From an optimization exercise on the open Yosys and OpenROAD flow, aimed at small area, a short achievable clock period and few clock cycles per item; shortcuts taken in it are not production practice.
Only simulation tests tie the RTL to the original design; equivalence was not proved.

main:
==> flow/design.v (excerpt) <==
module PixelSolver (
  input               io_cmd_valid,
  output              io_cmd_ready,
  input      [27:0]   io_cmd_payload_x,
  input      [27:0]   io_cmd_payload_y,
  output              io_rsp_valid,
  input               io_rsp_ready,
  output     [5:0]    io_rsp_payload_iteration,
  input               clk,
  input               reset
);
==> flow/config.mk <==
export PLATFORM = sky130hd
export DESIGN_NAME = PixelSolver
export DESIGN_NICKNAME = PixelSolver
export VERILOG_FILES = /design/flow/design.v
export SDC_FILE = /design/flow/constraint.sdc
export NUM_CORES = 4
export LEC_CHECK = 0
export CAP_MARGIN = 20
export CORE_MARGIN = 2
export CORE_UTILIZATION = 40
export SLEW_MARGIN = 20
==> flow/constraint.sdc <==
create_clock -name core_clock -period 10.0 [get_ports {clk}]
set_input_delay 2.0000 -clock core_clock [delete_from_list [all_inputs] [get_ports {clk}]]
set_output_delay 2.0000 -clock core_clock [all_outputs]
set_load 0.01 [all_outputs]
standard.sh (not shown) runs the stock make flow with config.mk's settings and CLKGATE_MAP_FILE= SYNTH_SCRIPT=/design/flow/synth_recipe.tcl, a recipe that flattens the netlist after the stock synthesis.
==> flow/flow/run.sh <==
#!/bin/bash
# Standard layout, with one extra step between synthesis and floorplan:
# flow/polarity.py removes the inverters that Yosys's adder extraction leaves
# between full adders (full adders are self-dual), choosing each adder's
# signal polarity so that as few inverters as possible remain. Registers and
# every non-inverter cell keep their names and types.
# The clock period is 10 ns, far above what the design needs, so by default
# the timing repair steps have nothing to do; a setup margin makes them work
# towards a shorter achieved period (the constraints themselves are unchanged).
set -euo pipefail
R=orfs/results/${FLOW_PLATFORM}/PixelSolver/base
bash standard.sh synth > synth.log 2>&1
cp "$R/1_2_yosys.v" yosys_standard.v
python3 flow/polarity.py yosys_standard.v polarity.v > polarity.log 2>&1
cp polarity.v "$R/1_2_yosys.v"
rm -f "$R/1_synth.odb"
bash standard.sh SETUP_SLACK_MARGIN=6 finish > finish.log 2>&1
Other scripts of this flow, unchanged in this note and not shown: flow/flow/polarity.py
Testbench counts of main, summed over its fixed seeds: cycles 263,406, pixels 8,192.
[inputs] the feature branch vs main
--- a/flow/flow/run.sh
+++ b/flow/flow/run.sh
@@ -6,5 +6,2 @@
 # every non-inverter cell keep their names and types.
-# The clock period is 10 ns, far above what the design needs, so by default
-# the timing repair steps have nothing to do; a setup margin makes them work
-# towards a shorter achieved period (the constraints themselves are unchanged).
 set -euo pipefail
@@ -16,2 +13,2 @@
 rm -f "$R/1_synth.odb"
-bash standard.sh SETUP_SLACK_MARGIN=6 finish > finish.log 2>&1
+bash standard.sh finish > finish.log 2>&1
==> run summary <==
Relative to main, the feature branch degrades smallest setup slack after layout. On post-place instance area, main tracks the feature branch almost exactly. Looking at non-clock buffer count, the feature branch sits 53% lower than main does. The feature branch gives less met3 routing resource usage after global routing than main did. Between main and the feature branch, the aggregate global-route resource usage does not differ in any meaningful way. The feature branch can be clocked slower than main.

========
Another version of the RTL of PixelSolver (not shown whole).
For scale: roughly 5300 cells after synthesis, about 68 I/O pins.
clock: 10.0 ns
lec_check: 0
cap_margin: 20
core_margin: 2
core_utilization: 40
cts_buf_list: sky130_fd_sc_hd__clkbuf_8
slew_margin: 20
==> flow/flow/run.sh <==
#!/bin/bash
# Standard layout, with one extra step between synthesis and floorplan:
# flow/polarity.py removes the inverters that Yosys's adder extraction leaves
# between full adders (full adders are self-dual), choosing each adder's
# signal polarity so that as few inverters as possible remain. Registers and
# every non-inverter cell keep their names and types.
# The clock period is 10 ns, far above what the design needs, so by default
# the timing repair steps have nothing to do; a setup margin makes them work
# towards a shorter achieved period (the constraints themselves are unchanged).
set -euo pipefail
R=orfs/results/${FLOW_PLATFORM}/PixelSolver/base
bash standard.sh synth > synth.log 2>&1
cp "$R/1_2_yosys.v" yosys_standard.v
python3 flow/polarity.py yosys_standard.v polarity.v > polarity.log 2>&1
cp polarity.v "$R/1_2_yosys.v"
rm -f "$R/1_synth.odb"
bash standard.sh SETUP_SLACK_MARGIN=6.5 TNS_END_PERCENT=0 finish > finish.log 2>&1
Other scripts of this flow, unchanged in this note and not shown: flow/flow/polarity.py
The baseline produced a clean layout.
Testbench counts at the start, summed over its fixed seeds: cycles 263,406, pixels 8,192.
Then changed:
Settings changed: CAP_MARGIN 20 to 10, CTS_BUF_LIST sky130_fd_sc_hd__clkbuf_8 to unset, SLEW_MARGIN 20 to 10.
What happened: The changed run finished clean; routed wire length is higher by 0.56%; critical path depth grows by 1; worst setup slack gets better by 0.081 ns; non-clock buffer count increases by 21.
Then changed:
--- a/flow/flow/run.sh
+++ b/flow/flow/run.sh
@@ -16,2 +16,2 @@
 rm -f "$R/1_synth.odb"
-bash standard.sh SETUP_SLACK_MARGIN=6.5 TNS_END_PERCENT=0 finish > finish.log 2>&1
+bash standard.sh SETUP_SLACK_MARGIN=6 finish > finish.log 2>&1
Settings changed: CAP_MARGIN 10 to 20, SLEW_MARGIN 10 to 20.
Outcome: The changed run went through all stages and came out clean. Register-to-register slack gets better by 0.09 ns. Utilization climbs by 3.0 points. Hold slack gets better by 0.0056 ns. Clock-buffer cell count drops by 1. Clock skew drops by 0.021 ns. Worst setup slack gets better by 0.086 ns.
Then changed:
--- a/flow/flow/run.sh
+++ b/flow/flow/run.sh
@@ -16,2 +16,2 @@
 rm -f "$R/1_synth.odb"
-bash standard.sh SETUP_SLACK_MARGIN=6 finish > finish.log 2>&1
+bash standard.sh SETUP_SLACK_MARGIN=6.5 finish > finish.log 2>&1
Result: Cell area increases by 10%. Worst setup slack gets worse by 0.18 ns. Via count climbs by 6.8%. Synthesized area is unchanged. Synthesized cell count does not change. First-iteration DRC count rose by 21%. Count of clock-buffer cells in the layout falls by 10. Die area does not change. Routed wire length came out higher by 12%.
Then changed:
--- a/flow/flow/run.sh
+++ b/flow/flow/run.sh
@@ -16,2 +16,2 @@
 rm -f "$R/1_synth.odb"
-bash standard.sh SETUP_SLACK_MARGIN=6.5 finish > finish.log 2>&1
+bash standard.sh SETUP_SLACK_MARGIN=6.5 TNS_END_PERCENT=0 finish > finish.log 2>&1
What happened:
- The changed run ran to the end with no violations
- non-clock buffer count drops by 464
- utilization decreases by 8.0 points
- cell count is lower by about 6.4%
- synthesized cell count is unchanged
- wire length fell by about 19%
- design area drops by 15%
- die area does not change
- fmax goes up by about 2.4%
Then changed:
--- a/flow/flow/run.sh
+++ b/flow/flow/run.sh
@@ -16,2 +16,2 @@
 rm -f "$R/1_synth.odb"
-bash standard.sh SETUP_SLACK_MARGIN=6.5 TNS_END_PERCENT=0 finish > finish.log 2>&1
+bash standard.sh SETUP_SLACK_MARGIN=6.5 finish > finish.log 2>&1
Settings changed: CORE_UTILIZATION 40 to 55.
What happened: Sequential cell count does not change; routed wire length came out higher by 25%; count of clock-buffer cells in the layout came out lower by 4; global-route usage came out higher by 14 points; non-clock buffer count came out higher by 566; synthesized area is unchanged; cell area came out higher by 20%; utilization came out higher by 29 points; worst setup slack is better by 0.082 ns.

## separate check: timing with driven ports
The flow's constraints put no driver on any port. The routed layouts listed below were extracted and timed again, unchanged, in two steps. Step 1: set_driving_cell puts a clkbuf_16 on clk and a buf_2 on each other input, an assumption about the parent block. Step 2 moves the port delays by t, midway between the first and last clock arrival at a register: inputs arrive t later, outputs are due t later. That takes back most of the time a late clock gives input paths. Three values: no drivers, after step 1, after step 2; two values: the first two.
run | t (ns) | slack for setup (ns) | worst slew at a driven data input, ns
main | 0.744 | 5.811 / 5.811 / 5.811 | 0.13
the feature branch | 0.757 | 4.770 / 4.770 / 4.770 | 0.07
the first run of note 2 | 0.887 | 5.532 / 5.532 / 5.532 | 0.08
the second run of note 2 | 0.755 | 5.613 / 5.613 / 5.613 | 0.09
the third run of note 2 | 0.754 | 5.699 / 5.699 / 5.699 | 0.09
the fourth run of note 2 | 0.759 | 5.520 / 5.520 / 5.520 | 0.08
the fifth run of note 2 | 0.754 | 5.626 / 5.626 / 5.626 | 0.09
the sixth run of note 2 | 0.716 | 5.709 / 5.709 / 5.709 | 0.10
After both steps setup and hold are still met in every run listed.
